Context: an optimization exercise on an open-source flow, tuned for small area. The choices shown serve that exercise and are no tape-out recipe. Function was checked by simulation only, so behaviour that the tests miss may differ from the original. In runs 3 to 8 the design's own scripts or RTL, not TritonCTS, make the clock network. The flow treats the clock pin as an ideal source. Dropping or thinning the clock tree relies on that and would not hold on a real chip. Power and IR drop assume default switching activity.

==> design.v <==
`timescale 1ns / 1ps
module UART_FIFO(
    input clk,
    input reset,
    input [7:0] data_in,
    input data_valid,
    output reg [7:0] data_out
    );
    reg [12:0] ctx;
    wire tick    = (ctx & 13'h1e7d) == 13'h1258;   
    wire ctx_end = (ctx & 13'h19f7) == 13'h0963;   
    wire arm     = (ctx & 13'h1aff) == 13'h00ad;   
    reg [8:0] crx;
    wire crx_end = (crx & 9'h175) == 9'h020;       
    always @(posedge clk) begin
        if (reset) begin
            ctx <= 13'h1258;                           
            crx <= 9'h1d5;                             
        end else begin
            ctx <= {ctx[11:0], ctx[12] ^ ctx[0]} ^ {12'd0, ctx_end};
            crx <= {crx[7:0], crx[8] ^ crx[6]} ^ {5'd0, crx_end, 3'd0};
        end
    end
    reg [7:0] stg [0:15];
    reg [15:0] vld;
    reg [4:0] cnt;
    reg [7:0] rd_data;
    reg e0, e1;             
    wire wr = data_valid & ~cnt[4];
    reg [3:0] st;
    wire s_idle  = ~st[3] & ~st[2] & ~st[1];            
    wire s_load  = ~st[3] & ~st[2] & ~st[0];            
    wire s_start = ~st[3] & ~st[1] & ~st[0];            
    wire s_posta =  st[3] &  st[2] & ~st[1] & ~st[0];   
    wire s_postb = ~st[2] & ~st[1] & ~st[0];            
    wire rd  = tick & s_load;
    wire dec = s_start & ctx_end;
    wire load_out = s_postb & crx_end;
    wire step = s_idle  ? tick & ~e1 :
                s_posta ? arm :
                s_postb ? crx_end : tick;
    wire [16:0] stuck;
    assign stuck[16] = ~rd;
    assign stuck[15:0] = vld & stuck[16:1];
    always @(posedge clk) if (~stuck[0]) stg[0] <= data_in;
    genvar i;
    generate
        for (i = 1; i < 16; i = i + 1) begin : g_stg
            always @(posedge clk) if (~stuck[i]) stg[i] <= stg[i-1];
        end
    endgenerate
    always @(posedge clk) begin
        if (rd) rd_data <= stg[15];
    end
    always @(posedge clk) begin
        if (reset) begin
            vld <= 16'd0;
            cnt <= 5'd0;
            e0 <= 1'b1;
            e1 <= 1'b1;
            st <= 4'b0001;
            data_out <= 8'd0;
        end else begin
            vld <= {vld[14:0], wr} | stuck[15:0];
            cnt <= cnt + {{4{dec & ~wr}}, dec ^ wr};
            if (tick) begin
                e0 <= (cnt == 5'd0);
                e1 <= e0;
            end
            if (step) st <= {st[2:0], st[3] ^ st[2]};
            if (load_out) data_out <= rd_data;
        end
    end
endmodule
==> flow/run.sh <==
#!/bin/bash
# The standard layout with two changes: the port buffers are buf_1, and
# clock tree synthesis uses clkbuf_8 without sink clustering or dummy loads.
set -euo pipefail
export CTS_ARGS="-repair_clock_nets -dont_use_dummy_load -buf_list sky130_fd_sc_hd__clkbuf_8"
export BUFFER_PORTS_ARGS="-buffer_cell sky130_fd_sc_hd__buf_1"
bash standard.sh finish > standard.log 2>&1
==> standard.sh <==
#!/bin/bash
# synth_recipe.tcl (not shown) runs the flow's synth.tcl, then flattens the netlist and writes it again
# the make line also repeats each setting of config.mk as NAME=value (left out here)
make -C /OpenROAD-flow-scripts/flow DESIGN_CONFIG=/design/flow/config.mk WORK_HOME=/design/flow/orfs CLKGATE_MAP_FILE= SYNTH_SCRIPT=/design/flow/synth_recipe.tcl "${@:-finish}"
==> config.mk <==
export PLATFORM = sky130hd
export DESIGN_NAME = UART_FIFO
export DESIGN_NICKNAME = UART_FIFO
export VERILOG_FILES = /design/flow/design.v
export SDC_FILE = /design/flow/constraint.sdc
export NUM_CORES = 4
export LEC_CHECK = 0
export CAP_MARGIN = 20
export CORE_MARGIN = 2
export CORE_UTILIZATION = 70
export SLEW_MARGIN = 20
==> constraint.sdc <==
create_clock -name core_clock -period 20.0 [get_ports {clk}]
set_input_delay 4.0000 -clock core_clock [delete_from_list [all_inputs] [get_ports {clk}]]
set_output_delay 4.0000 -clock core_clock [all_outputs]
set_load 0.01 [all_outputs]
==> out/metrics.cfg, run 1 <==
[status]
outcome=timing/DRC/antenna clean

[logic_synthesis]
postSynthNetCount=397
synth_compound_area_frac=0.0405
yosys.area_share.simple=0.0863
synth_adder_area_share=0.0187
synth_edf_count=136
synthMuxAreaShare=0.0158
netlist_area_um2=6420
async_reset_ff_frac=0
ys_top_cells_by_count=edfxtp_1 (136), dfxtp_1 (57), nor2_1 (28), inv_1 (23), a21oi_1 (14)
ys.warnings.count=2
synth_most_common_cell=edfxtp_1
avgSynthCellArea_um2=17.0
synth.distinct_cells=46
yosysTopAreaCell=edfxtp_1
yosys-top-cells-area=edfxtp_1 (64%), dfxtp_1 (18%), nor2_1 (1.6%), ha_1 (1.6%), mux2i_1 (1.4%)
syn_inst=377
ys_seq_area_frac=0.813
synthXorXnorAreaFrac=0.00545
synth_top_flop_cell=edfxtp_1
synth-seq-cells=193
post-synth-top-area-fraction=0.636
synth_top_family_by_area=simple AND/OR/NAND/NOR gates

[power]
p_leak_nw=2.51
powerDensity_nw_per_um2=94.9
total_power_uw=647
switching_share=0.186
power_frac_seq=0.699
p_comb_frac=0.023
clkPwrFrac=0.278
p_int_uw=527
p_sw_uw=121
max-vdd-ir-drop_mv=0.0843

[timing]
worstMarginPinSlew_ns=0.959
fin_skew_ns=0.0489
max_slew_margin=0.360
period_share=0.274
setup_violations=0
report.final.hold_viol_count=0
min_period_ns=5.49
rsz0062_at_grt=false
final.setup.worst_slack_ns=14.51
whs_ns=0.400
slew_violations=0
fin_setup_tns_ns=0
max_freq_mhz=182

[routing]
vias=2855
drtAntennaViolNets=0
viasPerCell=5.58
drt_iter0_drc=152
wl_per_cell_um=16.2
drt_wl_total_um=8280
drtPass1Iterations=4
drc=0

[setup_path]
required_ns=20.24
path_class=primary input to flip-flop
crit_slowest_cell=clkbuf_2
crit_arrival_ns=5.73
start_kind=primary input
slowest_delay_ns=0.70
path_cells=clkbuf_2, clkinv_1, nand2_1, mux2_1, o311ai_1
critPathBufInv=2
cp_max_fo=52
path_delay_family=buffers and inverters
end_kind=flip-flop

[placed_design]
dp_slack_ns=14.08
dp_hpwl_um=5500
port_buffers=18
gp_congestion=0.778

[layout]
area_growth_pct=6.21
drive_above_1_share=0.0916
fin_util=0.775
final_nets=426
n_antenna_cell=0

[cts]
ctsHoldBuffers=0
cts-root-buf=clkbuf_8
cts_tree=done
path_clk_slew_ns=0.08
max-clock-path-buffers=2
worstSkewPairLatency_ns=0.44
post_cts_buffers=0
cts.sinks=193
cts_resized=0
cts_buffers=17
htree_levels=4

[floorplan]
core_um2=8810
rows=34
start_util=0.730
die-area_um2=9960
ios=19
die_x_um=99.8
die_y_um=99.8

[global_routing]
track_usage=0.186
grt_pass1_wl_um=13400
grt_max_degree=53
grt_remaining_overflow=0
antenna_found_initial=0
grt_pass1_vias=2823

[job]
cap_violations=0

[min_path]
min_path_type=flip-flop to flip-flop

-- state kept, by name (all words and copies together) (netlist names) --
name,cells
crx,9
e0,1
vld,16
rd_data,8
data_out,8
st,4
stg,128
cnt,5
ctx,13
e1,1
-- worst paths after layout --
kind,from,end,cells past startpoint,slack [ns]
max,reset,st[2]$_SDFFE_PP0P_,5,14.51
min,stg[14][2]$_DFFE_PP_,stg[15][2]$_DFFE_PP_,0,0.40
max reg2reg,ctx[2]$_SDFF_PP0_,cnt[4]$_SDFF_PP0_,13,17.19
min reg2reg,stg[14][2]$_DFFE_PP_,stg[15][2]$_DFFE_PP_,0,0.40
-- layer usage --
| metal | part of all wire | GRT usage |
|---|---|---|
| met1 | 0.43 | 0.223 |
| met5 | 0 | 0 |
| met2 | 0.51 | 0.320 |
| met4 | 0.012 | 0.0632 |
| met3 | 0.047 | 0.0613 |
-- cells by family after synthesis --
family / count (synthesis)
compound gates: 33
xor+xnor: 4
fa+ha+maj: 9
buf+inv: 32
flops: 193
mux: 10
simple gates: 96
-- cell usage in the layout, fill, tap and decap left out, types with 2 or more instances in the layout --
| cell | netlist | routed |
|---|---|---|
| nor2b_1 | 11 | 11 |
| o21ai_0 | 2 | 2 |
| dfxtp_1 | 57 | 57 |
| xor2_1 | 2 | 2 |
| or3_1 | 2 | 2 |
| nand3b_1 | 2 | 2 |
| nand2b_1 | 5 | 5 |
| buf_1 | 0 | 17 |
| or2_2 | 10 | 10 |
| clkbuf_8 | 0 | 17 |
| xnor2_1 | 2 | 2 |
| edfxtp_1 | 136 | 136 |
| inv_1 | 23 | 23 |
| o2111ai_1 | 2 | 2 |
| mux2i_1 | 9 | 9 |
| or4_1 | 3 | 3 |
| o21ai_2 | 2 | 2 |
| nand3_1 | 7 | 7 |
| ha_1 | 8 | 8 |
| nand4_1 | 3 | 3 |
| a21o_1 | 2 | 2 |
| nand2_1 | 13 | 13 |
| nand4bb_4 | 2 | 2 |
| a21oi_1 | 14 | 14 |
| nor2_1 | 28 | 28 |
| nor3_1 | 5 | 5 |
-- stage by stage --
stage,instances,instance area (um^2)
final,512,6820
after global routing,512,6820
after CTS,512,6820
after detailed placement,495,6590
after global placement,495,6590
after floorplan,377,6420
-- cell type report --
type                    count  area, um^2
fillers                   505        1980
clock buffers              17         234
repair buffers             18        68.8
flip-flops and latches    193        5230
multi-input cells         152        1070
well taps                 108         135
inverters                  24        90.1
-- power by group through the flow --
| stage | Clock, mW | Combinational, mW | Sequential, mW |
|---|---|---|---|
| floorplan | 0 | 0.0121 | 0.458 |
| global placement | 0 | 0.0141 | 0.460 |
| detailed placement | 0 | 0.0146 | 0.461 |
| CTS | 0.185 | 0.0148 | 0.453 |
| global route | 0.198 | 0.0165 | 0.454 |
| finish | 0.180 | 0.0147 | 0.452 |
==> run 2, diff against run 1 <==
==> flow/run.sh (replaced) <==
#!/bin/bash
set -euo pipefail
export CTS_ARGS="-sink_clustering_enable -sink_clustering_size 50 -sink_clustering_max_diameter 300 -sink_clustering_levels 1 -repair_clock_nets -dont_use_dummy_load -buf_list sky130_fd_sc_hd__clkbuf_16"
export BUFFER_PORTS_ARGS="-buffer_cell sky130_fd_sc_hd__buf_1"
bash standard.sh finish > standard.log 2>&1
==> run 2 against run 1 <==
Compared with the run above: still clean on timing, DRC and antenna; clock-buffer cell count unchanged; non-clock buffer count unchanged; worst hold slack gained 0.0027 ns; highest routed layer unchanged; total power increased by 13%; largest power group unchanged; global-route usage rose by 1.6 points; area after synthesis unchanged; first-iteration DRC count is 5.9% higher.
==> out/metrics.cfg, run 2 <==
[placed_design]
dp_hpwl_um=5500  ; unchanged
gp_congestion=0.778  ; unchanged
port_buffers=18  ; unchanged
dpl.cell_count=495  ; unchanged

[global_routing]
groute.layer.met2.usage=0.357  ; +0.0364
track_usage=0.202  ; +0.0165
met1_usage=0.235  ; +0.0123
grt_pass1_wl_um=14400  ; +7.5%
grt_pass1_vias=2967  ; +5.1%
top_usage_layer=met2
antenna_found_initial=0  ; unchanged
grt_remaining_overflow=0  ; unchanged
grt_max_degree=53  ; unchanged
met3_usage=0.0543  ; -0.00696

[cts]
worstSkewPairLatency_ns=0.43  ; about the same
path_clk_slew_ns=0.06  ; -0.02 ns
cts_resized=0  ; unchanged
ctsHoldBuffers=0  ; unchanged
post_cts_buffers=0  ; unchanged
max-clock-path-buffers=2  ; unchanged
htree_levels=4  ; unchanged
cts.sinks=193  ; unchanged
cts_tree=done
cts-root-buf=clkbuf_16
cts_buffers=17  ; unchanged

[timing]
fin_skew_ns=0.0509  ; +0.00202 ns
worstMarginPinSlew_ns=0.983  ; +0.0232 ns
fin_setup_tns_ns=0  ; unchanged
max_freq_mhz=179  ; -1.5%
setup_violations=0  ; unchanged
whs_ns=0.402  ; +0.00271 ns
period_share=0.279  ; +0.00415
rsz0062_at_grt=false
report.final.hold_viol_count=0  ; unchanged
min_period_ns=5.57  ; +0.0830 ns
max_slew_margin=0.345  ; -0.0155
slew_violations=0  ; unchanged

[min_path]
hold_depth=0  ; unchanged
min_path_type=flip-flop to flip-flop
holdPathEnd=stg[15][2]$_DFFE_PP_
hp-start=stg[14][2]$_DFFE_PP_

[setup_path]
cp_max_fo=52  ; unchanged
path_class=primary input to flip-flop
timing.rr.end=cnt[4]$_SDFF_PP0_
worst-r2r-setup-slack_ns=17.10  ; -0.09 ns
rr_worst_depth=13  ; unchanged
start_kind=primary input
crit_arrival_ns=5.80  ; +0.07 ns
end_kind=flip-flop
required_ns=20.22  ; -0.02 ns
r2r_start=ctx[6]$_SDFF_PP1_

[logic_synthesis]
ys_seq_area_frac=0.813  ; unchanged
ys.warnings.count=2  ; unchanged
synth-seq-cells=193  ; unchanged
yosys-top-cells-area=edfxtp_1 (64%), dfxtp_1 (18%), nor2_1 (1.6%), ha_1 (1.6%), mux2i_1 (1.4%)
netlist_area_um2=6420  ; unchanged
synth.distinct_cells=46  ; unchanged
syn_inst=377  ; unchanged
async_reset_ff_frac=0  ; unchanged
synth_top_flop_cell=edfxtp_1
ys_top_cells_by_count=edfxtp_1 (136), dfxtp_1 (57), nor2_1 (28), inv_1 (23), a21oi_1 (14)
yosysTopAreaCell=edfxtp_1
avgSynthCellArea_um2=17.0  ; unchanged
synth_edf_count=136  ; unchanged
post-synth-top-area-fraction=0.636  ; unchanged
synth_most_common_cell=edfxtp_1
postSynthNetCount=397  ; unchanged

[routing]
viasPerCell=5.70  ; +2.2%
drtPass1Iterations=5  ; +1
drt_iter0_drc=161  ; +5.9%
drc=0  ; unchanged
wl_per_cell_um=17.8  ; +10%
drtAntennaViolNets=0  ; unchanged
drt_wl_total_um=9130  ; +10%
vias=2919  ; +2.2%

[layout]
mostFrequentLayoutCell=edfxtp_1
final_nets=426  ; unchanged
stdcell_count=512  ; unchanged
largest_reg_flops=128  ; unchanged
fillCellCount=480  ; -5.0%
multi_input_area_um2=1070  ; unchanged
regArea_um2=5230  ; unchanged
largest_register=stg
n_antenna_cell=0  ; unchanged
final_cell_mix=edfxtp_1 (136), dfxtp_1 (57), nor2_1 (28)
top_regs=stg: 128 flops, vld: 16 flops, ctx: 13 flops
drive_above_1_share=0.0916  ; unchanged
fin_util=0.797  ; +0.0217
area_growth_pct=9.19

[power]
clkPwrFrac=0.359  ; +0.081
power_frac_seq=0.620  ; -0.079
p_leak_nw=2.59  ; +3.5%
switching_share=0.180  ; -0.00602
powerDensity_nw_per_um2=104  ; +9.9%
max-vdd-ir-drop_mv=0.0722  ; -14%
p_int_uw=600  ; +14%
p_sw_uw=132  ; +9.3%
p_comb_frac=0.020  ; -0.003

[floorplan]
start_util=0.730  ; unchanged
die-area_um2=9960  ; unchanged
ios=19  ; unchanged
core_um2=8810  ; unchanged
die_x_um=99.8  ; unchanged
die_y_um=99.8  ; unchanged
rows=34  ; unchanged

[job]
cap_violations=0  ; unchanged

[status]
outcome=timing/DRC/antenna clean

## run 2: cells by family after synthesis
family | count (synthesis) | synth area share
compound gates | 33 | 0.0405
xor+xnor | 4 | 0.00545
fa+ha+maj | 9 | 0.0187
buf+inv | 32 | 0.0201
flops | 193 | 0.813
mux | 10 | 0.0158
simple gates | 96 | 0.0863
## run 2: how the worst max path moves through the flow
stage	depth (start not counted)	slack (ns)	endpoint	startpoint
2_1_floorplan	11	14.51	cnt[4]$_SDFF_PP0_	data_valid
3_3_place_gp	5	14.23	st[2]$_SDFFE_PP0P_	reset
3_5_place_dp	5	14.08	st[2]$_SDFFE_PP0P_	reset
4_1_cts	5	14.46	st[2]$_SDFFE_PP0P_	reset
5_1_grt	5	14.26	st[2]$_SDFFE_PP0P_	reset
6_report	5	14.43	st[2]$_SDFFE_PP0P_	reset
## run 2: stage by stage
| stage | power (mW) | setup WS [ns] | area (um^2) |
|---|---|---|---|
| after global placement | 0.474 | 14.23 | 6590 |
| after CTS | 0.738 | 14.46 | 7020 |
| after detailed placement | 0.476 | 14.08 | 6590 |
| after floorplan | 0.470 | 14.51 | 6420 |
| final | 0.732 | 14.43 | 7020 |
| after global routing | 0.753 | 14.26 | 7020 |
## run 2: critical path, stage by stage
cell      delay (ns)
clkbuf_2        0.72
clkinv_1        0.51
nand2_1         0.26
mux2_1          0.19
o311ai_1        0.11
## run 2: cell type report
cell class | count | share of cell area
Clock buffer | 17 | 0.0606
Inverter | 24 | 0.0128
Multi-Input combinational cell | 152 | 0.153
Sequential cell | 193 | 0.745
Tap cell | 108 | 0.0193
Timing Repair Buffer | 18 | 0.00981
## run 2: power by group through the flow
stage | combinational, mW | sequential [mW] | clock, mW
finish | 0.0150 | 0.454 | 0.263
global route | 0.0167 | 0.455 | 0.281
CTS | 0.0150 | 0.454 | 0.269
detailed placement | 0.0146 | 0.461 | 0
global placement | 0.0141 | 0.460 | 0
floorplan | 0.0121 | 0.458 | 0
## run 2: routing by layer
metal | share of wire | vias up
met5 | 0 | -
met3 | 0.033 | 14
li1 | - | 1416
met1 | 0.40 | 1425
met2 | 0.54 | 64
met4 | 0.018 | 0
==> run 3, diff against run 2 <==
==> flow/run.sh (replaced) <==
#!/bin/bash
# The standard layout with two changes: the port buffers are buf_1, and
# the clock tree is one level of clock buffers built by flow/cts_hook.tcl
# in place of TritonCTS.
set -euo pipefail
export CTS_MAX_SINKS=20
export CTS_LEAF_BUF=sky130_fd_sc_hd__clkbuf_8
export CTS_ROOT_BUF=sky130_fd_sc_hd__clkbuf_8
export PRE_CTS_TCL="$PWD/flow/cts_hook.tcl"
export BUFFER_PORTS_ARGS="-buffer_cell sky130_fd_sc_hd__buf_1"
bash standard.sh finish > standard.log 2>&1
==> flow/cts_hook.tcl (new file) <==
# Sourced by ORFS's cts.tcl before clock tree synthesis (PRE_CTS_TCL).
# Builds a one-level clock tree: the clock port drives clock buffers (through
# one root buffer if there are more than 4), one per CTS_MAX_SINKS flip-flops,
# each placed at the centre of a cluster of nearby flip-flops (k-means with
# a size limit on the flip-flops' placed locations) and driving that
# cluster's clock pins.
rename clock_tree_synthesis __orig_clock_tree_synthesis
proc clock_tree_synthesis { args } {
  set bufname $::env(CTS_LEAF_BUF)
  set db [ord::get_db]
  set block [ord::get_db_block]
  set clk [$block findNet clk]
  set sinks {}
  set xs {}
  set ys {}
  foreach it [$clk getITerms] {
    if { [$it getIoType] eq "INPUT" } {
      set loc [[$it getInst] getLocation]
      lappend sinks $it
      lappend xs [lindex $loc 0]
      lappend ys [lindex $loc 1]
    }
  }
  set n [llength $sinks]
  set K [expr { ($n + $::env(CTS_MAX_SINKS) - 1) / $::env(CTS_MAX_SINKS) }]
  puts "manual CTS: $n sinks, $K leaf buffers ($bufname)"
  # k-means, seeded by sinks spread along the sorted x order
  set order [lsort -integer -indices $xs]
  set cx {}
  set cy {}
  for { set k 0 } { $k < $K } { incr k } {
    set i [lindex $order [expr { int(($k + 0.5) * $n / $K) }]]
    lappend cx [lindex $xs $i]
    lappend cy [lindex $ys $i]
  }
  # capacity-limited k-means: each buffer drives at most cap sinks
  set cap [expr { ($n + $K - 1) / $K }]
  set assign [lrepeat $n 0]
  for { set iter 0 } { $iter < 30 } { incr iter } {
    set pairs {}
    for { set i 0 } { $i < $n } { incr i } {
      for { set k 0 } { $k < $K } { incr k } {
        set dx [expr { [lindex $xs $i] - [lindex $cx $k] }]
        set dy [expr { [lindex $ys $i] - [lindex $cy $k] }]
        lappend pairs [list [expr { double($dx) * $dx + double($dy) * $dy }] $i $k]
      }
    }
    set pairs [lsort -real -index 0 $pairs]
    set done [lrepeat $n 0]
    set sc [lrepeat $K 0]
    foreach p $pairs {
      lassign $p d i k
      if { [lindex $done $i] || [lindex $sc $k] >= $cap } { continue }
      lset done $i 1
      lset assign $i $k
      lset sc $k [expr { [lindex $sc $k] + 1 }]
    }
    set sx [lrepeat $K 0.0]
    set sy [lrepeat $K 0.0]
    for { set i 0 } { $i < $n } { incr i } {
      set k [lindex $assign $i]
      lset sx $k [expr { [lindex $sx $k] + [lindex $xs $i] }]
      lset sy $k [expr { [lindex $sy $k] + [lindex $ys $i] }]
    }
    for { set k 0 } { $k < $K } { incr k } {
      if { [lindex $sc $k] > 0 } {
        lset cx $k [expr { int([lindex $sx $k] / [lindex $sc $k]) }]
        lset cy $k [expr { int([lindex $sy $k] / [lindex $sc $k]) }]
      }
    }
  }
  set master [$db findMaster $bufname]
  set nets {}
  for { set k 0 } { $k < $K } { incr k } {
    set inst [odb::dbInst_create $block $master "clkbuf_leaf_$k"]
    set net [odb::dbNet_create $block "clknet_leaf_$k"]
    $net setSigType CLOCK
    [$inst findITerm A] connect $clk
    [$inst findITerm X] connect $net
    $inst setLocation [lindex $cx $k] [lindex $cy $k]
    $inst setPlacementStatus PLACED
    lappend nets $net
    puts "  leaf $k: [lindex $sc $k] sinks at ([lindex $cx $k], [lindex $cy $k])"
  }
  for { set i 0 } { $i < $n } { incr i } {
    set it [lindex $sinks $i]
    $it disconnect
    $it connect [lindex $nets [lindex $assign $i]]
  }
  # with more than 4 leaf buffers, a root buffer drives them, so that the
  # clock port itself feeds a single cell
  if { $K > 4 } {
    set rx 0.0
    set ry 0.0
    for { set k 0 } { $k < $K } { incr k } {
      set rx [expr { $rx + [lindex $cx $k] }]
      set ry [expr { $ry + [lindex $cy $k] }]
    }
    set root [odb::dbInst_create $block [$db findMaster $::env(CTS_ROOT_BUF)] "clkbuf_root"]
    set rnet [odb::dbNet_create $block "clknet_root"]
    $rnet setSigType CLOCK
    for { set k 0 } { $k < $K } { incr k } {
      set a [[$block findInst "clkbuf_leaf_$k"] findITerm A]
      $a disconnect
      $a connect $rnet
    }
    [$root findITerm A] connect $clk
    [$root findITerm X] connect $rnet
    $root setLocation [expr { int($rx / $K) }] [expr { int($ry / $K) }]
    $root setPlacementStatus PLACED
  }
  global_connect
  set_propagated_clock [all_clocks]
}
==> run 3 against run 2 <==
Compared with the run above: still clean on timing, DRC and antenna; register-to-register slack better by 0.05 ns; combinational power fell by 3%; fmax increased by 1.7%; largest cell class unchanged.
==> out/metrics.cfg, run 3 <==
[routing]
drc=0  ; unchanged
viasPerCell=5.56  ; -2.5%
vias=2812  ; -3.7%
drtAntennaViolNets=0  ; unchanged
drtPass1Iterations=5  ; unchanged
drt_iter0_drc=162  ; +0.62%
wl_per_cell_um=15.8  ; -11%
drt_wl_total_um=8000  ; -12%

[logic_synthesis]
synth.distinct_cells=46  ; unchanged
synth_most_common_cell=edfxtp_1
post-synth-top-area-fraction=0.636  ; unchanged
ys_seq_area_frac=0.813  ; unchanged
ys_top_cells_by_count=edfxtp_1 (136), dfxtp_1 (57), nor2_1 (28), inv_1 (23), a21oi_1 (14)
yosys-top-cells-area=edfxtp_1 (64%), dfxtp_1 (18%), nor2_1 (1.6%), ha_1 (1.6%), mux2i_1 (1.4%)
yosysTopAreaCell=edfxtp_1
synth_edf_count=136  ; unchanged
netlist_area_um2=6420  ; unchanged
synth_top_flop_cell=edfxtp_1
synth-seq-cells=193  ; unchanged
postSynthNetCount=397  ; unchanged
syn_inst=377  ; unchanged
avgSynthCellArea_um2=17.0  ; unchanged
async_reset_ff_frac=0  ; unchanged
ys.warnings.count=2  ; unchanged

[global_routing]
grt_max_degree=53  ; unchanged
antenna_found_initial=0  ; unchanged
track_usage=0.167  ; -0.0351
grt_remaining_overflow=0  ; unchanged
grt_pass1_wl_um=13100  ; -9.0%
grt_pass1_vias=2778  ; -6.4%

[setup_path]
timing.rr.end=cnt[4]$_SDFF_PP0_
path_class=primary input to flip-flop
critPathBufInv=2  ; unchanged
path_delay_family=buffers and inverters
cp.depth=5  ; unchanged
slowest_delay_ns=0.71  ; about the same
end_kind=flip-flop
crit_slowest_cell=clkbuf_2
r2r_start=ctx[6]$_SDFF_PP1_
worst-r2r-setup-slack_ns=17.15  ; +0.05 ns
rr_worst_depth=13  ; unchanged
start_kind=primary input
crit_arrival_ns=5.74  ; -0.06 ns
cp_max_fo=52  ; unchanged
path_cells=clkbuf_2, clkinv_1, nand2_1, mux2_1, o311ai_1
required_ns=20.26  ; +0.04 ns

[power]
p_int_uw=501  ; -16%
p_sw_uw=113  ; -15%
power_frac_seq=0.737  ; +0.117
clkPwrFrac=0.240  ; -0.119
p_leak_nw=2.46  ; -5.0%
max-vdd-ir-drop_mv=0.0804  ; +11%
powerDensity_nw_per_um2=91.1  ; -13%
total_power_uw=614  ; -16%
switching_share=0.184  ; +0.00338
p_comb_frac=0.024  ; +0.004

[cts]
post_cts_buffers=0  ; unchanged
ctsHoldBuffers=0  ; unchanged
worstSkewPairLatency_ns=0.40  ; -0.03 ns
path_clk_slew_ns=0.11  ; +0.05 ns
cts_resized=0  ; unchanged

[min_path]
holdPathEnd=stg[3][3]$_DFFE_PN_
min_path_type=flip-flop to flip-flop
hp-start=stg[2][3]$_DFFE_PN_
hold_depth=0  ; unchanged

[floorplan]
die_x_um=99.8  ; unchanged
rows=34  ; unchanged
core_um2=8810  ; unchanged
die-area_um2=9960  ; unchanged
ios=19  ; unchanged
start_util=0.730  ; unchanged
die_y_um=99.8  ; unchanged

[layout]
n_antenna_cell=0  ; unchanged
design_area_um2=6740  ; -3.9%
fillCellCount=518  ; +7.9%
final_cell_mix=edfxtp_1 (136), dfxtp_1 (57), nor2_1 (28)
largest_register=stg
area_growth_pct=4.93
top_regs=stg: 128 flops, vld: 16 flops, ctx: 13 flops
largest_reg_flops=128  ; unchanged
mostFrequentLayoutCell=edfxtp_1
drive_above_1_share=0.0779  ; -0.0137
final_nets=420  ; -1.4%

[placed_design]
dp_hpwl_um=5500  ; unchanged
gp_congestion=0.778  ; unchanged
dp_slack_ns=14.08  ; unchanged
dpl_cell_area_um2=6590  ; unchanged
port_buffers=18  ; unchanged

[timing]
setup_violations=0  ; unchanged
fin_skew_ns=0.0162  ; -0.0347 ns
final.setup.worst_slack_ns=14.52  ; +0.0954 ns
report.final.hold_viol_count=0  ; unchanged
fin_setup_tns_ns=0  ; unchanged
max_slew_margin=0.355  ; +0.0103
slew_violations=0  ; unchanged
max_freq_mhz=183  ; +1.7%
min_period_ns=5.48  ; -0.0954 ns
worstMarginPinSlew_ns=0.967  ; -0.0155 ns
rsz0062_at_grt=false
period_share=0.274  ; -0.00477

[status]
outcome=timing/DRC/antenna clean

[job]
cap_violations=0  ; unchanged

run 3: changes by cell type in the layout (fill, tap and decap cells not counted), sizes merged:
| cell | previous run | this run |
|---|---|---|
| clkbuf | 18 | 12 |
run 3: final cells by class:
| cell class | instances | area (um^2) | area share |
|---|---|---|---|
| buffer | 11 | 151 | 0.0225 |
| inverter | 24 | 90.1 | 0.0134 |
| multi-input combinational | 152 | 1070 | 0.159 |
| sequential | 193 | 5230 | 0.775 |
| tap | 108 | 135 | 0.0200 |
| timing repair buffer | 18 | 68.8 | 0.0102 |
run 3: kinds of logic after synthesis:
kind of cell               count (synthesis)  share of synthesized area
buffers and inverters                     32                     0.0201
xor gates and xnor gates                   4                    0.00545
AOI/OAI and AO/OA                         33                     0.0405
adders and majority gates                  9                     0.0187
and+or+nand+nor                           96                     0.0863
muxes                                     10                     0.0158
DFF                                      193                      0.813
run 3: how the worst max path moves through the flow:
stage / startpoint / endpoint / slack (ns)
after floorplan: data_valid / cnt[4]$_SDFF_PP0_ / 14.51
after CTS: reset / st[2]$_SDFFE_PP0P_ / 14.56
after global placement: reset / st[2]$_SDFFE_PP0P_ / 14.23
after global routing: reset / st[2]$_SDFFE_PP0P_ / 14.34
final: reset / st[2]$_SDFFE_PP0P_ / 14.52
after detailed placement: reset / st[2]$_SDFFE_PP0P_ / 14.08
run 3: per-stage QoR:
step | utilization | hold WS [ns] | instances
2_1_floorplan | - | 0.389 | 377
3_3_place_gp | 0.748 | 0.392 | 495
3_5_place_dp | 0.748 | 0.396 | 495
4_1_cts | 0.766 | 0.419 | 506
5_1_grt | 0.766 | 0.426 | 506
6_report | 0.766 | 0.418 | 506
run 3: metal layers:
metal | share of wire | global-route usage
met5 | 0 | 0
met1 | 0.43 | 0.221
met4 | 0.015 | 0.0242
met2 | 0.51 | 0.307
met3 | 0.048 | 0.0230
run 3: power groups by stage:
stage | registers (mW) | logic, mW | clock network, mW
after global routing | 0.454 | 0.0165 | 0.165
after floorplan | 0.458 | 0.0121 | 0
after detailed placement | 0.461 | 0.0146 | 0
after CTS | 0.453 | 0.0147 | 0.153
final | 0.452 | 0.0146 | 0.147
after global placement | 0.460 | 0.0141 | 0
==> run 4, diff against run 3 <==
--- a/flow/run.sh
+++ b/flow/run.sh
@@ -5,4 +5,4 @@
 set -euo pipefail
-export CTS_MAX_SINKS=20
-export CTS_LEAF_BUF=sky130_fd_sc_hd__clkbuf_8
+export CTS_MAX_SINKS=33
+export CTS_LEAF_BUF=sky130_fd_sc_hd__clkbuf_16
 export CTS_ROOT_BUF=sky130_fd_sc_hd__clkbuf_8
==> run 4 against run 3 <==
Compared with the run above: synthesized cell count did not move; highest routed layer unchanged; critical endpoint unchanged; clock power rose by 7%; sequential cell count did not move; design area rose by 0.19%; worst hold slack improved by 0.0026 ns; still clean.
==> out/metrics.cfg, run 4 <==
[job]
cap_violations=0  ; unchanged

[placed_design]
dpl.cell_count=495  ; unchanged
gp_congestion=0.778  ; unchanged
dp_hpwl_um=5500  ; unchanged
port_buffers=18  ; unchanged

[min_path]
hold_depth=0  ; unchanged
min_path_type=flip-flop to flip-flop

[routing]
wl_per_cell_um=16.3  ; +3.4%
vias=2808  ; -0.14%
viasPerCell=5.59  ; +0.65%
drt_wl_total_um=8200  ; +2.6%
drtPass1Iterations=4  ; -1
drtAntennaViolNets=0  ; unchanged
drc=0  ; unchanged
drt_iter0_drc=102  ; -37%

[floorplan]
rows=34  ; unchanged
die_y_um=99.8  ; unchanged
die_x_um=99.8  ; unchanged
core_um2=8810  ; unchanged
ios=19  ; unchanged
die-area_um2=9960  ; unchanged
start_util=0.730  ; unchanged

[global_routing]
grt_max_degree=53  ; unchanged
grt_pass1_vias=2751  ; -0.97%
antenna_found_initial=0  ; unchanged
grt_remaining_overflow=0  ; unchanged
grt_pass1_wl_um=13100  ; +0.16%
track_usage=0.168  ; +0.000878

[layout]
final_cell_mix=edfxtp_1 (136), dfxtp_1 (57), nor2_1 (28)
area_growth_pct=5.12
largest_reg_flops=128  ; unchanged
fin_util=0.767  ; +0.00142
n_antenna_cell=0  ; unchanged
largest_register=stg
stdcell_count=502  ; -0.79%
drive_above_1_share=0.0685  ; -0.00936
mostFrequentLayoutCell=edfxtp_1
fillCellCount=520  ; +0.39%
final_nets=416  ; -0.95%
regArea_um2=5230  ; unchanged
top_regs=stg: 128 flops, vld: 16 flops, ctx: 13 flops
multi_input_area_um2=1070  ; unchanged

[power]
powerDensity_nw_per_um2=92.5  ; +1.6%
p_leak_nw=2.46  ; about the same
max-vdd-ir-drop_mv=0.0795  ; -1.1%
total_power_uw=625  ; +1.8%

[timing]
max_freq_mhz=183  ; +0.20%
period_share=0.273  ; -0.000545
fin_skew_ns=0.00904  ; -0.00713 ns
slew_violations=0  ; unchanged
max_slew_margin=0.359  ; +0.00395
setup_violations=0  ; unchanged
min_period_ns=5.47  ; -0.0109 ns
fin_setup_tns_ns=0  ; unchanged
worstMarginPinSlew_ns=0.961  ; -0.00592 ns
report.final.hold_viol_count=0  ; unchanged
rsz0062_at_grt=false

[cts]
path_clk_slew_ns=0.11  ; about the same
cts_resized=0  ; unchanged
worstSkewPairLatency_ns=0.41  ; about the same
ctsHoldBuffers=0  ; unchanged
post_cts_buffers=0  ; unchanged

[logic_synthesis]
netlist_area_um2=6420  ; unchanged
synth.distinct_cells=46  ; unchanged
yosysTopAreaCell=edfxtp_1
yosys-top-cells-area=edfxtp_1 (64%), dfxtp_1 (18%), nor2_1 (1.6%), ha_1 (1.6%), mux2i_1 (1.4%)
synthMuxAreaShare=0.0158  ; unchanged
synth_top_family_by_area=simple AND/OR/NAND/NOR gates
synthXorXnorAreaFrac=0.00545  ; unchanged
avgSynthCellArea_um2=17.0  ; unchanged
async_reset_ff_frac=0  ; unchanged
yosys.area_share.simple=0.0863  ; unchanged
synth-seq-cells=193  ; unchanged
syn_inst=377  ; unchanged
ys_top_cells_by_count=edfxtp_1 (136), dfxtp_1 (57), nor2_1 (28), inv_1 (23), a21oi_1 (14)
postSynthNetCount=397  ; unchanged
synth_adder_area_share=0.0187  ; unchanged
synth_edf_count=136  ; unchanged
post-synth-top-area-fraction=0.636  ; unchanged
ys_seq_area_frac=0.813  ; unchanged
synth_compound_area_frac=0.0405  ; unchanged
synth_most_common_cell=edfxtp_1
ys.warnings.count=2  ; unchanged
synth_top_flop_cell=edfxtp_1

[setup_path]
cp_max_fo=52  ; unchanged
rr_worst_depth=13  ; unchanged
required_ns=20.26  ; about the same
end_kind=flip-flop
path_class=primary input to flip-flop
crit_arrival_ns=5.73  ; about the same
start_kind=primary input

[status]
outcome=timing/DRC/antenna clean

==> run 4: cells by family after synthesis <==
| family | Yosys count |
|---|---|
| and+or+nand+nor | 96 |
| muxes | 10 |
| xor gates and xnor gates | 4 |
| AOI/OAI and AO/OA | 33 |
| DFF | 193 |
| adders and majority gates | 9 |
| buffers and inverters | 32 |
==> run 4: worst max-delay path, cell delays in order <==
cell      delay (ns)
clkbuf_2        0.71
clkinv_1        0.51
nand2_1         0.24
mux2_1          0.16
o311ai_1        0.10
==> run 4: final timing paths <==
path	endpoint	slack (ns)	startpoint
max	st[2]$_SDFFE_PP0P_	14.53	reset
max reg2reg	cnt[4]$_SDFF_PP0_	17.16	ctx[6]$_SDFF_PP1_
min reg2reg	stg[13][5]$_DFFE_PP_	0.42	stg[12][5]$_DFFE_PP_
min	stg[13][5]$_DFFE_PP_	0.42	stg[12][5]$_DFFE_PP_
==> run 4: routing by layer <==
metal	GRT usage	wire, um	vias to the layer above
met5	0	0	-
met4	0.0148	76	0
met3	0.0209	323	7
met2	0.319	4230	50
met1	0.218	3580	1358
li1	-	-	1393
==> run 4: final cells by class <==
type,count,share of cell area
Timing Repair Buffer,18,0.0102
Multi-Input combinational cell,152,0.159
Buffer,7,0.0243
Inverter,24,0.0133
Sequential cell,193,0.774
Tap cell,108,0.0200
==> run 4: power breakdown <==
part | internal [mW] | leakage, nW | switching, mW | total (mW)
Combinational | 0.00681 | 0.489 | 0.00789 | 0.0147
Sequential | 0.444 | 1.89 | 0.00784 | 0.452
Clock | 0.0591 | 0.0811 | 0.0986 | 0.158
Total | 0.510 | 2.46 | 0.114 | 0.625
==> run 4: stage by stage <==
step                      worst slack (ns)  hold slack [ns]  cell area, um^2
after global placement               14.23            0.392             6590
after detailed placement             14.08            0.396             6590
after floorplan                      14.51            0.389             6420
final                                14.53            0.420             6750
after global routing                 14.36            0.432             6750
after CTS                            14.55            0.424             6750
==> run 5, diff against run 4 <==
--- a/flow/run.sh
+++ b/flow/run.sh
@@ -5,6 +5,7 @@
 set -euo pipefail
-export CTS_MAX_SINKS=33
-export CTS_LEAF_BUF=sky130_fd_sc_hd__clkbuf_16
+export CTS_MAX_SINKS=20
+export CTS_LEAF_BUF=sky130_fd_sc_hd__clkbuf_8
 export CTS_ROOT_BUF=sky130_fd_sc_hd__clkbuf_8
 export PRE_CTS_TCL="$PWD/flow/cts_hook.tcl"
+export POST_CTS_TCL="$PWD/flow/post_cts.tcl"
 export BUFFER_PORTS_ARGS="-buffer_cell sky130_fd_sc_hd__buf_1"
==> flow/post_cts.tcl (new file) <==
# Sourced by ORFS's cts.tcl after clock tree synthesis and timing repair
# (POST_CTS_TCL): with far more slack than needed, size cells down to save area.
estimate_parasitics -placement
repair_timing -recover_power 100 -verbose
detailed_placement
check_placement -verbose
==> run 5 against run 4 <==
Compared with the run above: clock skew is 0.0059 ns higher; setup slack better by 0.24 ns; sequential cell count unchanged; area after synthesis unchanged; utilization shrank 0.099 points; combinational power barely moved; clock power decreased by 7%; total power fell by 1.8%; sequential power is essentially flat; critical path depth up 7; fmax rose by 4.5%; wire length shrank 1.9%; highest routed layer unchanged.
==> out/metrics.cfg, run 5 <==
[routing]
wl_met3_um=318  ; -1.5%
wl_per_cell_um=15.8  ; -3.2%
vias=2834  ; +0.93%
wl_met2_um=4060  ; -3.9%
drt_wl_total_um=8050  ; -1.9%
highest_layer=met4
wl_met1_um=3530  ; -1.3%
viasPerCell=5.57  ; -0.46%
drc=0  ; unchanged
drt_iter0_drc=206  ; +100%
drtPass1Iterations=4  ; unchanged
drtAntennaViolNets=0  ; unchanged

[timing]
min_period_ns=5.23  ; -0.236 ns
period_share=0.262  ; -0.0118
setup_violations=0  ; unchanged
max_slew_margin=0.436  ; +0.0765
rsz0062_at_grt=false
max_freq_mhz=191  ; +4.5%
report.final.hold_viol_count=0  ; unchanged
whs_ns=0.416  ; -0.00378 ns
worstMarginPinSlew_ns=0.835  ; -0.127 ns
fin_skew_ns=0.0150  ; +0.00591 ns
final.setup.worst_slack_ns=14.77  ; +0.236 ns
slew_violations=0  ; unchanged
fin_setup_tns_ns=0  ; unchanged

[setup_path]
r2r_start=st[2]$_SDFFE_PP0P_
start_kind=primary input
cp_max_fo=2  ; -96%
rr_worst_depth=7  ; -6
end_kind=flip-flop
crit_arrival_ns=5.53  ; -0.20 ns
crit_slowest_cell=fa_1
required_ns=20.30  ; +0.04 ns
path_cells=buf_1, nand2b_1, ha_1, inv_1, ha_1, inv_1, fa_1, inv_1, a21o_1, a21oi_1, xnor2_1, nor2_1
timing.rr.end=stg[0][1]$_DFFE_PN_
path_class=primary input to flip-flop
worst-r2r-setup-slack_ns=17.09  ; -0.07 ns
cp_common_cell=inv_1
slowest_delay_ns=0.40  ; -0.31 ns
setup.worst_path.start=data_valid

[status]
outcome=timing/DRC/antenna clean

[logic_synthesis]
synth_most_common_cell=edfxtp_1
async_reset_ff_frac=0  ; unchanged
synth.distinct_cells=46  ; unchanged
ys_seq_area_frac=0.813  ; unchanged
synth_top_flop_cell=edfxtp_1
synth_edf_count=136  ; unchanged
ys.warnings.count=2  ; unchanged
yosysTopAreaCell=edfxtp_1
synth-seq-cells=193  ; unchanged
avgSynthCellArea_um2=17.0  ; unchanged
netlist_area_um2=6420  ; unchanged
ys_top_cells_by_count=edfxtp_1 (136), dfxtp_1 (57), nor2_1 (28), inv_1 (23), a21oi_1 (14)
postSynthNetCount=397  ; unchanged
syn_inst=377  ; unchanged
post-synth-top-area-fraction=0.636  ; unchanged
yosys-top-cells-area=edfxtp_1 (64%), dfxtp_1 (18%), nor2_1 (1.6%), ha_1 (1.6%), mux2i_1 (1.4%)

[floorplan]
rows=34  ; unchanged
die_y_um=99.8  ; unchanged
ios=19  ; unchanged
start_util=0.730  ; unchanged
die-area_um2=9960  ; unchanged
core_um2=8810  ; unchanged
die_x_um=99.8  ; unchanged

[power]
total_power_uw=614  ; -1.8%
switching_share=0.183  ; about the same
p_int_uw=501  ; -1.8%
p_sw_uw=112  ; -1.8%
power_frac_seq=0.737  ; +0.013
p_leak_nw=2.48  ; +0.49%
max-vdd-ir-drop_mv=0.0805  ; +1.2%
p_comb_frac=0.024  ; about the same
clkPwrFrac=0.239  ; -0.013
powerDensity_nw_per_um2=91.0  ; -1.6%

[layout]
multi_input_area_um2=1040  ; -3.2%
top_regs=stg: 128 flops, vld: 16 flops, ctx: 13 flops
mostFrequentLayoutCell=edfxtp_1
final_cell_mix=edfxtp_1 (136), dfxtp_1 (57), nor2_1 (28)
regArea_um2=5230  ; unchanged
fin_util=0.766  ; -0.000994
n_antenna_cell=0  ; unchanged
stdcell_count=509  ; +1.4%
largest_reg_flops=128  ; unchanged
design_area_um2=6750  ; -0.13%
final_nets=423  ; +1.7%
fillCellCount=517  ; -0.58%
drive_above_1_share=0.0798  ; +0.0113
area_growth_pct=4.99
largest_register=stg

[cts]
path_clk_slew_ns=0.11  ; about the same
worstSkewPairLatency_ns=0.41  ; about the same

[placed_design]
dp_hpwl_um=5500  ; unchanged
dp_slack_ns=14.08  ; unchanged
dpl.cell_count=495  ; unchanged
gp_congestion=0.778  ; unchanged
port_buffers=18  ; unchanged
dpl_cell_area_um2=6590  ; unchanged

[global_routing]
antenna_found_initial=0  ; unchanged
grt_pass1_wl_um=13100  ; -0.16%
grt_max_degree=53  ; unchanged
grt_remaining_overflow=0  ; unchanged
track_usage=0.167  ; -0.00137
grt_pass1_vias=2790  ; +1.4%

[min_path]
min_path_type=flip-flop to flip-flop
hold_depth=0  ; unchanged
holdPathEnd=stg[3][3]$_DFFE_PN_
hp-start=stg[2][3]$_DFFE_PN_

[job]
cap_violations=0  ; unchanged

==> run 5: cell counts after synthesis <==
Identical to the previous run, type by type.
==> run 5: kinds of logic (layout without fill, tap and decap cells) <==
family,count (synthesis),after routing,synth area share
AOI/OAI and AO/OA,33,33,0.0405
xor gates and xnor gates,4,4,0.00545
adders and majority gates,9,9,0.0187
buffers and inverters,32,56,0.0201
DFF,193,193,0.813
muxes,10,10,0.0158
and+or+nand+nor,96,96,0.0863
==> run 5: layer usage <==
metal,global-route usage,vias up
li1,-,1408
met1,0.220,1354
met2,0.307,58
met3,0.0230,14
met4,0.0242,0
met5,0,-
==> run 5: cell type report <==
class	count	share of cell area
Sequential cell	193	0.775
Multi-Input combinational cell	152	0.154
Buffer	11	0.0224
Tap cell	108	0.0200
Timing Repair Buffer	21	0.0158
Inverter	24	0.0134
==> run 5: worst max-delay path, delay by kind of cell <==
family                     cells  cell delay [ns]
buffers and inverters          4             0.25
xor gates and xnor gates       1             0.15
adders and majority gates      3             0.84
AOI/OAI and AO/OA              2             0.17
and+or+nand+nor                2             0.12
==> run 5: worst max-delay path by stage <==
stage | endpoint | slack (ns) | cells past startpoint
2_1_floorplan | cnt[4]$_SDFF_PP0_ | 14.51 | 11
3_3_place_gp | st[2]$_SDFFE_PP0P_ | 14.23 | 5
3_5_place_dp | st[2]$_SDFFE_PP0P_ | 14.08 | 5
5_1_grt | cnt[4]$_SDFF_PP0_ | 14.69 | 12
6_report | cnt[4]$_SDFF_PP0_ | 14.77 | 12
==> run 5: power by group through the flow <==
stage / sequential, mW / clock, mW / combinational (mW)
finish: 0.452 / 0.147 / 0.0146
global route: 0.454 / 0.165 / 0.0165
detailed placement: 0.461 / 0 / 0.0146
global placement: 0.460 / 0 / 0.0141
floorplan: 0.458 / 0 / 0.0121
==> run 6, diff against run 5 <==
==> flow/run.sh (replaced) <==
#!/bin/bash
# The standard layout with three changes:
# - after the standard synthesis, its combinational cells are re-mapped for
#   area (flow/remap.sh); the flip-flops stay exactly as synthesized;
# - the port buffers are buf_1;
# - the clock tree is one level of clock buffers built by flow/cts_hook.tcl
#   in place of TritonCTS.
set -euo pipefail
R=orfs/results/$FLOW_PLATFORM/UART_FIFO/base
bash standard.sh synth > synth.log 2>&1
cp $R/1_2_yosys.v std_1_2_yosys.v
ffs() { grep -E '^\s*sky130_fd_sc_hd__(e?df|sdf|sedf|dl)[a-z0-9_]*\s' "$1" | awk '{print $1, $2}' | sort; }
if bash flow/remap.sh std_1_2_yosys.v remapped.v > remap.log 2>&1 \
    && [[ -n "$(ffs std_1_2_yosys.v)" ]] && diff <(ffs std_1_2_yosys.v) <(ffs remapped.v) > /dev/null; then
  cp remapped.v $R/1_2_yosys.v
  rm -f $R/1_synth.odb $R/1_synth.sdc
  echo "using the re-mapped netlist" >> remap.log
else
  echo "re-mapping failed or changed the flip-flops; keeping the standard netlist" >> remap.log
fi
export CTS_MAX_SINKS=20
export CTS_LEAF_BUF=sky130_fd_sc_hd__clkbuf_8
export CTS_ROOT_BUF=sky130_fd_sc_hd__clkbuf_8
export PRE_CTS_TCL="$PWD/flow/cts_hook.tcl"
export BUFFER_PORTS_ARGS="-buffer_cell sky130_fd_sc_hd__buf_1"
bash standard.sh finish > standard.log 2>&1
==> flow/abc_area.script (new file) <==
strash
balance
rewrite
refactor
balance
rewrite
rewrite -z
balance
refactor -z
rewrite -z
balance
dch -f
amap
topo
==> flow/remap.sh (new file) <==
#!/bin/bash
# Re-maps the combinational cells of the standard synthesis netlist ($1) for
# area with yosys/ABC (script flow/abc_area.script), keeping every flip-flop
# instance, its name and its cell type, exactly as the standard synthesis
# made it. Writes the new netlist to $2.
set -euo pipefail
IN=$1
OUT=$2
LIB=$FLOW_HOME/platforms/$FLOW_PLATFORM/lib/sky130_fd_sc_hd__tt_025C_1v80.lib
YOSYS=$FLOW_HOME/../tools/install/yosys/bin/yosys
[[ -x $YOSYS ]] || YOSYS=yosys
DU=""
for c in sky130_fd_sc_hd__probe_p_8 sky130_fd_sc_hd__probec_p_8 'sky130_fd_sc_hd__lpflow_*'; do
  DU="$DU -dont_use $c"
done
FF='sky130_fd_sc_hd__*df* sky130_fd_sc_hd__*edf* sky130_fd_sc_hd__*sdf* sky130_fd_sc_hd__dlx* sky130_fd_sc_hd__dlr*'
$YOSYS -l remap_yosys.log -p "
read_liberty -ignore_miss_func $LIB
blackbox $FF
read_verilog $IN
hierarchy -top $FLOW_TOP
flatten
opt -purge
abc -liberty $LIB $DU -script $PWD/flow/abc_area.script
opt_clean -purge
hilomap -singleton -hicell sky130_fd_sc_hd__conb_1 HI -locell sky130_fd_sc_hd__conb_1 LO
opt_clean -purge
stat -liberty $LIB
write_verilog -noattr -noexpr -nohex -nodec $OUT
"
removed: flow/post_cts.tcl
==> run 6 against run 5 <==
Compared with the run above: clock skew increased by 0.0089 ns; critical endpoint unchanged; design area down 3.9%; setup slack worse by 0.25 ns; clock power about the same; utilization shrank 1.2 points; global-route usage up 0.15 points; highest routed layer unchanged; cell count is 2.0% higher; synthesized cell count grew 1.1%; total power rose by 1.4%; worst hold slack better by 0.0067 ns; via count up 0.71%; fmax is 4.5% lower; still clean on timing, DRC and antenna.
==> out/metrics.cfg, run 6 <==
[status]
outcome=timing/DRC/antenna clean

[floorplan]
start_util=0.711  ; -0.0183
die_y_um=97.4  ; -2.4%
rows=34  ; unchanged
core_um2=8590  ; -2.4%
die_x_um=97.4  ; -2.4%
ios=19  ; unchanged
die-area_um2=9490  ; -4.7%

[routing]
drt_wl_total_um=7990  ; -0.83%
drtPass1Iterations=4  ; unchanged
drc=0  ; unchanged
drtAntennaViolNets=0  ; unchanged
viasPerCell=5.50  ; -1.2%
wl_per_cell_um=15.4  ; -2.7%
drt_iter0_drc=141  ; -32%
vias=2854  ; +0.71%

[layout]
n_antenna_cell=0  ; unchanged
final_nets=424  ; +0.24%
area_growth_pct=6.02
regArea_um2=5230  ; unchanged
multi_input_area_um2=738  ; -29%
fillCellCount=528  ; +2.1%
final_cell_mix=edfxtp_1 (136), dfxtp_1 (57), nor2_1 (45)
largest_reg_flops=128  ; unchanged
mostFrequentLayoutCell=edfxtp_1
drive_above_1_share=0.0341  ; -0.0457
top_regs=stg: 128 flops, vld: 16 flops, ctx: 13 flops
largest_register=stg

[setup_path]
crit_slowest_cell=o21ai_0
slowest_delay_ns=0.35  ; -0.05 ns
path_delay_family=compound AO/OA/AOI/OAI gates
crit_arrival_ns=5.78  ; +0.25 ns
path_class=primary input to flip-flop
end_kind=flip-flop
path_cells=buf_1, nand2_1, nand2_1, o21ai_0, nand2_1, clkinv_1, o21ai_0, o22ai_1, nand2_1, o21ai_0, o21ai_0, a21oi_1
start_kind=primary input
critPathBufInv=2  ; -2
required_ns=20.30  ; about the same
cp_max_fo=10  ; +8

[min_path]
min_path_type=flip-flop to flip-flop

[cts]
worstSkewPairLatency_ns=0.42  ; about the same
ctsHoldBuffers=0
path_clk_slew_ns=0.10  ; about the same
cts_resized=0
post_cts_buffers=0

[logic_synthesis]
netlist_area_um2=6110  ; -4.9%
postSynthNetCount=392  ; -1.3%
ys.warnings.count=2  ; unchanged
avgSynthCellArea_um2=16.0  ; -5.9%
syn_inst=381  ; +1.1%

[global_routing]
antenna_found_initial=0  ; unchanged
grt_remaining_overflow=0  ; unchanged
grt_max_degree=49  ; -7.5%
track_usage=0.168  ; +0.00146
grt_pass1_vias=2786  ; -0.14%
grt_pass1_wl_um=13100  ; about the same

[job]
cap_violations=0  ; unchanged

[timing]
fin_skew_ns=0.0239  ; +0.00890 ns
period_share=0.274  ; +0.0123
rsz0062_at_grt=false
worstMarginPinSlew_ns=0.933  ; +0.0979 ns
slew_violations=0  ; unchanged
max_freq_mhz=183  ; -4.5%
fin_setup_tns_ns=0  ; unchanged
setup_violations=0  ; unchanged
max_slew_margin=0.378  ; -0.0574
report.final.hold_viol_count=0  ; unchanged
min_period_ns=5.48  ; +0.246 ns

[power]
max-vdd-ir-drop_mv=0.0728  ; -9.5%
p_leak_nw=2.25  ; -9.1%
total_power_uw=622  ; +1.4%
powerDensity_nw_per_um2=96.1  ; +5.6%

[placed_design]
dp_hpwl_um=5380  ; -2.2%
gp_congestion=0.807  ; +3.7%
port_buffers=18  ; unchanged

## run 6: worst reg2reg max path, cell delays in order (launching register included)
cell and delay [ns]:
dfxtp_1 0.42, nand4_1 0.11, nor3_1 0.30, clkinv_1 0.27, nor3_2 0.58, nor2b_1 0.20
nand2_1 0.38, nor3_1 0.14, nand2_1 0.36, nor4_1 0.16, nand2_1 0.33, clkinv_1 0.19
nand3_1 0.37, clkinv_1 0.23, nand4_1 0.42
## run 6: final cells by class
| class | count | share of cell area |
|---|---|---|
| buffer | 11 | 0.0234 |
| inverter | 41 | 0.0237 |
| multi-input combinational | 147 | 0.114 |
| sequential | 193 | 0.806 |
| tap | 108 | 0.0209 |
| timing repair buffer | 19 | 0.0118 |
## run 6: stage by stage
| step | hold WS, ns | cells | setup slack (ns) | cell area (um^2) | utilization |
|---|---|---|---|---|---|
| 6_report | 0.423 | 519 | 14.52 | 6480 | 0.754 |
| 5_1_grt | 0.434 | 519 | 14.18 | 6480 | 0.754 |
| 4_1_cts | 0.425 | 519 | 14.61 | 6480 | 0.754 |
| 3_5_place_dp | 0.405 | 508 | 14.17 | 6330 | 0.736 |
| 3_3_place_gp | 0.396 | 508 | 14.37 | 6320 | 0.736 |
| 2_1_floorplan | 0.391 | 381 | 14.56 | 6110 | - |
## run 6: metal layers
metal	wire length, um	vias up	track usage
li1	-	1419	-
met1	3580	1371	0.240
met2	3880	54	0.293
met3	419	10	0.0194
met4	104	0	0.0246
met5	0	-	0
## run 6: power by group
group	internal [mW]	switching [mW]	leakage [nW]
Combinational	0.00631	0.0113	0.277
Sequential	0.446	0.00890	1.89
Clock	0.0499	0.100	0.0791
## run 6: path summary, 6_finish.rpt
kind,cells after the start,slack (ns),from,to
max reg2reg,14,15.19,ctx[12]$_SDFF_PP1_,stg[0][7]$_DFFE_PN_
min reg2reg,0,0.42,stg[7][4]$_DFFE_PP_,stg[8][4]$_DFFE_PP_
max,12,14.52,data_valid,cnt[4]$_SDFF_PP0_
min,0,0.42,stg[7][4]$_DFFE_PP_,stg[8][4]$_DFFE_PP_
==> run 7, diff against run 6 <==
--- a/flow/run.sh
+++ b/flow/run.sh
@@ -20,5 +20,5 @@
 fi
-export CTS_MAX_SINKS=20
+export CTS_MAX_SINKS=22
 export CTS_LEAF_BUF=sky130_fd_sc_hd__clkbuf_8
-export CTS_ROOT_BUF=sky130_fd_sc_hd__clkbuf_8
+export CTS_ROOT_BUF=sky130_fd_sc_hd__clkbuf_4
 export PRE_CTS_TCL="$PWD/flow/cts_hook.tcl"
==> flow/abc_area.script (replaced) <==
strash
&get -n
&deepsyn -T 60
&put
dch -f
amap
topo
==> run 7 against run 6 <==
Compared with the run above: clock power is 7% lower; sequential cell count is the same; global-route usage shrank 1.4 points; cell count decreased by 1.7%; wire length decreased by 9.0%; fmax decreased by 28%; utilization decreased by 0.18 points; first-iteration DRC count fell by 16%; synthesized cell count decreased by 2.4%; sequential share of layout area rose by 0.60 points; setup slack worse by 2.1 ns; die area decreased by 0.46%; largest cell class unchanged; highest routed layer unchanged.
==> out/metrics.cfg, run 7 <==
[status]
outcome=timing/DRC/antenna clean

[cts]
worstSkewPairLatency_ns=0.50  ; +0.08 ns
post_cts_buffers=0  ; unchanged
ctsHoldBuffers=0  ; unchanged
cts_resized=0  ; unchanged
path_clk_slew_ns=0.12  ; +0.02 ns

[floorplan]
die_y_um=97.2  ; -0.23%
rows=34  ; unchanged
die-area_um2=9450  ; -0.46%
die_x_um=97.2  ; -0.23%
start_util=0.711  ; about the same
core_um2=8550  ; -0.50%
ios=19  ; unchanged

[routing]
vias=2701  ; -5.4%
wl_per_cell_um=14.3  ; -7.4%
drt_wl_total_um=7270  ; -9.0%
drtAntennaViolNets=0  ; unchanged
drc=0  ; unchanged
viasPerCell=5.30  ; -3.7%
drt_iter0_drc=118  ; -16%
drtPass1Iterations=4  ; unchanged

[layout]
mostFrequentLayoutCell=edfxtp_1
final_nets=415  ; -2.1%
drive_above_1_share=0.0323  ; -0.00172
final_cell_mix=edfxtp_1 (136), dfxtp_1 (57), nor2_1 (52)
top_regs=stg: 128 flops, vld: 16 flops, ctx: 13 flops
area_growth_pct=5.76
largest_register=stg
n_antenna_cell=0  ; unchanged
stdcell_count=510  ; -1.7%
fin_util=0.752  ; -0.00181
largest_reg_flops=128  ; unchanged

[setup_path]
cp_max_fo=10  ; unchanged
crit_arrival_ns=7.73  ; +1.95 ns
setup.worst_path.start=ctx[6]$_SDFF_PP1_
path_delay_family=simple AND/OR/NAND/NOR gates
start_kind=flip-flop
path_class=flip-flop to flip-flop
critPathBufInv=12  ; +10
cp_common_cell=nand2_1
crit_slowest_cell=nor4_1
r2r_start=ctx[6]$_SDFF_PP1_
required_ns=20.16  ; -0.14 ns
slowest_delay_ns=0.57  ; +0.22 ns
end_kind=flip-flop

[logic_synthesis]
postSynthNetCount=383  ; -2.3%
ys.warnings.count=2  ; unchanged
avgSynthCellArea_um2=16.3  ; +1.9%
netlist_area_um2=6080  ; -0.49%
syn_inst=372  ; -2.4%

[placed_design]
port_buffers=18  ; unchanged
dpl.cell_count=500  ; -1.6%
gp_congestion=0.791  ; -1.9%
dp_hpwl_um=4710  ; -12%
dp_slack_ns=12.36  ; -1.80 ns

[timing]
rsz0062_at_grt=false
worstMarginPinSlew_ns=0.609  ; -0.323 ns
fin_setup_tns_ns=0  ; unchanged
max_slew_margin=0.590  ; +0.212
slew_violations=0  ; unchanged
max_freq_mhz=132  ; -28%
whs_ns=0.422  ; -0.00114 ns
min_period_ns=7.57  ; +2.09 ns
report.final.hold_viol_count=0  ; unchanged
final.setup.worst_slack_ns=12.43  ; -2.09 ns
setup_violations=0  ; unchanged
fin_skew_ns=0.0125  ; -0.0114 ns
period_share=0.379  ; +0.105

[power]
powerDensity_nw_per_um2=93.4  ; -2.8%
p_leak_nw=2.28  ; +1.2%
max-vdd-ir-drop_mv=0.0769  ; +5.6%

[global_routing]
grt_pass1_wl_um=11800  ; -9.7%
grt_remaining_overflow=0  ; unchanged
track_usage=0.154  ; -0.0141
grt_max_degree=44  ; -10%
antenna_found_initial=0  ; unchanged
grt_pass1_vias=2521  ; -9.5%

[min_path]
min_path_type=flip-flop to flip-flop
hp-start=crx[3]$_SDFF_PP0_

[job]
cap_violations=0  ; unchanged

[run 7: path summary, 6_finish.rpt]
check,end,slack [ns],cells past startpoint
worst max register to register,stg[0][7]$_DFFE_PN_,12.43,29
worst min-delay path,crx[4]$_SDFF_PP1_,0.42,1
worst min register to register,crx[4]$_SDFF_PP1_,0.42,1
worst max-delay path,stg[0][7]$_DFFE_PN_,12.43,29
[run 7: cell type report]
type                            count  area (um^2)
Sequential cell                   193         5230
Fill cell                         528         2120
Multi-Input combinational cell    142          718
Inverter                           37          139
Tap cell                          108          135
Buffer                             10          131
Timing Repair Buffer               20         83.8
[run 7: stage by stage]
step | area (um^2) | power, mW
after global routing | 6430 | 0.622
final | 6430 | 0.601
after detailed placement | 6300 | 0.471
after floorplan | 6080 | 0.464
after CTS | 6430 | 0.607
after global placement | 6300 | 0.470
[run 7: layer usage]
layer	vias to the layer above	wire (um)	track usage
li1	1376	-	-
met1	1270	3400	0.225
met2	43	3450	0.263
met3	12	284	0.0173
met4	0	127	0.0256
met5	-	0	0
[run 7: report_power, final]
group          total [mW]  internal (mW)  leakage (nW)  switching (mW)
registers           0.451          0.444          1.89         0.00642
clock network       0.139         0.0427        0.0693          0.0965
logic              0.0109        0.00379         0.315         0.00708
total               0.601          0.491          2.28           0.110
==> run 8, diff against run 7 <==
--- a/design.v
+++ b/design.v
@@ -25,6 +25,5 @@
     reg [15:0] vld;
-    reg [4:0] cnt;
     reg [7:0] rd_data;
     reg e0, e1;             
-    wire wr = data_valid & ~cnt[4];
+    wire wr = data_valid & ~(&vld);
     reg [3:0] st;
@@ -42,3 +41,3 @@
     wire [16:0] stuck;
-    assign stuck[16] = ~rd;
+    assign stuck[16] = ~dec;
     assign stuck[15:0] = vld & stuck[16:1];
@@ -57,3 +56,2 @@
             vld <= 16'd0;
-            cnt <= 5'd0;
             e0 <= 1'b1;
@@ -64,5 +62,4 @@
             vld <= {vld[14:0], wr} | stuck[15:0];
-            cnt <= cnt + {{4{dec & ~wr}}, dec ^ wr};
             if (tick) begin
-                e0 <= (cnt == 5'd0);
+                e0 <= ~(|vld);
                 e1 <= e0;
--- a/flow/run.sh
+++ b/flow/run.sh
@@ -20,3 +20,3 @@
 fi
-export CTS_MAX_SINKS=22
+export CTS_MAX_SINKS=20
 export CTS_LEAF_BUF=sky130_fd_sc_hd__clkbuf_8
==> run 8 against run 7 <==
Compared with the run above: clock power is 3% higher; via count decreased by 0.93%; cell count shrank 6.5%; design area shrank 2.4%; critical path depth fell by 23; highest routed layer unchanged; sequential share of layout area increased by 0.43 points; area after synthesis decreased by 2.7%.
==> out/metrics.cfg, run 8 <==
[routing]
drc=0  ; unchanged
vias=2676  ; -0.93%
wl_per_cell_um=16.4  ; +15%
drt_wl_total_um=7830  ; +7.7%
viasPerCell=5.61  ; +5.9%
drtAntennaViolNets=0  ; unchanged
drtPass1Iterations=4  ; unchanged
drt_iter0_drc=259  ; +120%

[cts]
path_clk_slew_ns=0.11  ; about the same
worstSkewPairLatency_ns=0.49  ; about the same
cts_resized=0  ; unchanged
post_cts_buffers=0  ; unchanged
ctsHoldBuffers=0  ; unchanged

[logic_synthesis]
netlist_area_um2=5920  ; -2.7%
syn_inst=341  ; -8.3%
postSynthNetCount=352  ; -8.1%
avgSynthCellArea_um2=17.4  ; +6.1%
ys.warnings.count=2  ; unchanged

[timing]
slew_violations=0  ; unchanged
worstMarginPinSlew_ns=0.728  ; +0.119 ns
max_slew_margin=0.515  ; -0.0753
report.final.hold_viol_count=0  ; unchanged
fin_skew_ns=0.00698  ; -0.00551 ns
setup_violations=0  ; unchanged
max_freq_mhz=196  ; +48%
fin_setup_tns_ns=0  ; unchanged
min_period_ns=5.11  ; -2.46 ns
rsz0062_at_grt=false
period_share=0.256  ; -0.123

[floorplan]
core_um2=8220  ; -3.9%
die_x_um=95.9  ; -1.3%
die_y_um=95.9  ; -1.3%
rows=33  ; -2.9%
ios=19  ; unchanged
start_util=0.720  ; +0.00882
die-area_um2=9200  ; -2.6%

[power]
clkPwrFrac=0.243  ; +0.011
switching_share=0.181  ; -0.00173
powerDensity_nw_per_um2=94.1  ; +0.74%
p_sw_uw=107  ; -2.6%
p_leak_nw=2.17  ; -4.6%
power_frac_seq=0.744  ; -0.006
p_int_uw=483  ; -1.5%
p_comb_frac=0.014  ; -0.004
total_power_uw=590  ; -1.7%
max-vdd-ir-drop_mv=0.0794  ; +3.2%

[setup_path]
crit_arrival_ns=5.50  ; -2.23 ns
required_ns=20.39  ; +0.23 ns
path_cells=buf_1, buf_4, clkinv_1, o211a_1, nor2_1, o22ai_1
path_class=primary input to flip-flop
start_kind=primary input
crit_slowest_cell=clkinv_1
end_kind=flip-flop
path_delay_family=buffers and inverters
cp_max_fo=39  ; +29
slowest_delay_ns=0.52  ; -0.05 ns
critPathBufInv=3  ; -9

[layout]
area_growth_pct=6.07
drive_above_1_share=0.0349  ; +0.00261
fillCellCount=470  ; -11%
mostFrequentLayoutCell=edfxtp_1
largest_reg_flops=128  ; unchanged
largest_register=stg
final_cell_mix=edfxtp_1 (136), dfxtp_1 (52), clkinv_1 (32)
top_regs=stg: 128 flops, vld: 16 flops, ctx: 13 flops
n_antenna_cell=0  ; unchanged
final_nets=385  ; -7.2%

[global_routing]
antenna_found_initial=0  ; unchanged
track_usage=0.174  ; +0.0197
grt_pass1_wl_um=12200  ; +3.0%
grt_pass1_vias=2514  ; -0.28%
grt_remaining_overflow=0  ; unchanged
grt_max_degree=40  ; -9.1%

[placed_design]
gp_congestion=0.714  ; -9.8%
dp_hpwl_um=5350  ; +14%
port_buffers=18  ; unchanged

[status]
outcome=timing/DRC/antenna clean

[min_path]
min_path_type=flip-flop to flip-flop

[job]
cap_violations=0  ; unchanged

## run 8: cell types whose count changed in the layout (fill, tap and decap cells not counted), moves of 4 or more
| cell | before | now |
|---|---|---|
| nand2_1 | 24 | 14 |
| nor4_1 | 1 | 5 |
| clkinv_1 | 37 | 32 |
| or2_0 | 7 | 11 |
| a21oi_1 | 10 | 16 |
| dfxtp_1 | 57 | 52 |
| o21ai_0 | 5 | 1 |
| nor2_1 | 52 | 28 |
| or3_1 | 1 | 5 |
## run 8: worst paths after layout
check,start,endpoint,slack (ns),cells after the start
worst min-delay path,stg[7][0]$_DFFE_PP_,stg[8][0]$_DFFE_PP_,0.42,0
worst max register to register,ctx[0]$_SDFF_PP0_,stg[9][6]$_DFFE_PP_,15.93,10
worst min register to register,stg[7][0]$_DFFE_PP_,stg[8][0]$_DFFE_PP_,0.42,0
worst max-delay path,reset,st[0]$_SDFFE_PP1P_,14.89,6
## run 8: through the flow
stage	hold slack (ns)	cells	setup slack, ns	util	instance area, um^2
2_1_floorplan	0.391	341	15.25	-	5920
3_3_place_gp	0.400	466	14.47	0.746	6130
3_5_place_dp	0.404	466	14.40	0.746	6130
4_1_cts	0.421	477	14.92	0.764	6280
5_1_grt	0.428	477	14.81	0.764	6280
6_report	0.423	477	14.89	0.764	6280
## run 8: layer usage
metal	track usage	routed length, um	vias to the layer above
li1	-	-	1307
met1	0.234	3520	1304
met2	0.316	3920	52
met3	0.0149	244	13
met4	0.0310	141	0
met5	0	0	-
## run 8: power by group through the flow
stage	clock (mW)	combinational [mW]	sequential, mW
final	0.143	0.00805	0.439
after global routing	0.161	0.00925	0.441
after CTS	0.149	0.00815	0.440
after detailed placement	0	0.00809	0.448
after global placement	0	0.00783	0.447
after floorplan	0	0.00486	0.446
## run 8: area by class of cell
cell class              instances  area [um^2]  area share
well taps                     105          131      0.0209
multi-input cells             121          672       0.107
repair buffers                 20         82.6      0.0132
plain buffers                  11          145      0.0231
inverters                      32          120      0.0191
flip-flops and latches        188         5120       0.817

[re-timing with driven ports]
The flow's constraints put no driver on any port. The routed layouts listed below were extracted and timed again, unchanged, in two steps. Step 1, drivers: a clkbuf_16 drives clk and a buf_2 each remaining input, both assumed. Step 2 also shifts input and output timing later by t, the mid clock arrival at the registers, as if the neighbouring blocks saw the same clock. Three values: no drivers, after step 1, after step 2; two values: the first two.
run	t, ns	slack for setup (ns)
run 1	0.450	14.510 / 14.524 / 14.075
run 2	0.448	14.427 / 14.449 / 14.002
run 3	0.426	14.522 / 14.533 / 14.107
run 4	0.429	14.533 / 14.541 / 14.112
run 5	0.428	14.769 / 14.773 / 14.345
run 6	0.439	14.523 / 14.531 / 14.092
run 7	0.526	12.429 / 12.429 / 12.429
run 8	0.516	14.887 / 14.891 / 14.375
After both steps every run listed still meets setup and hold.
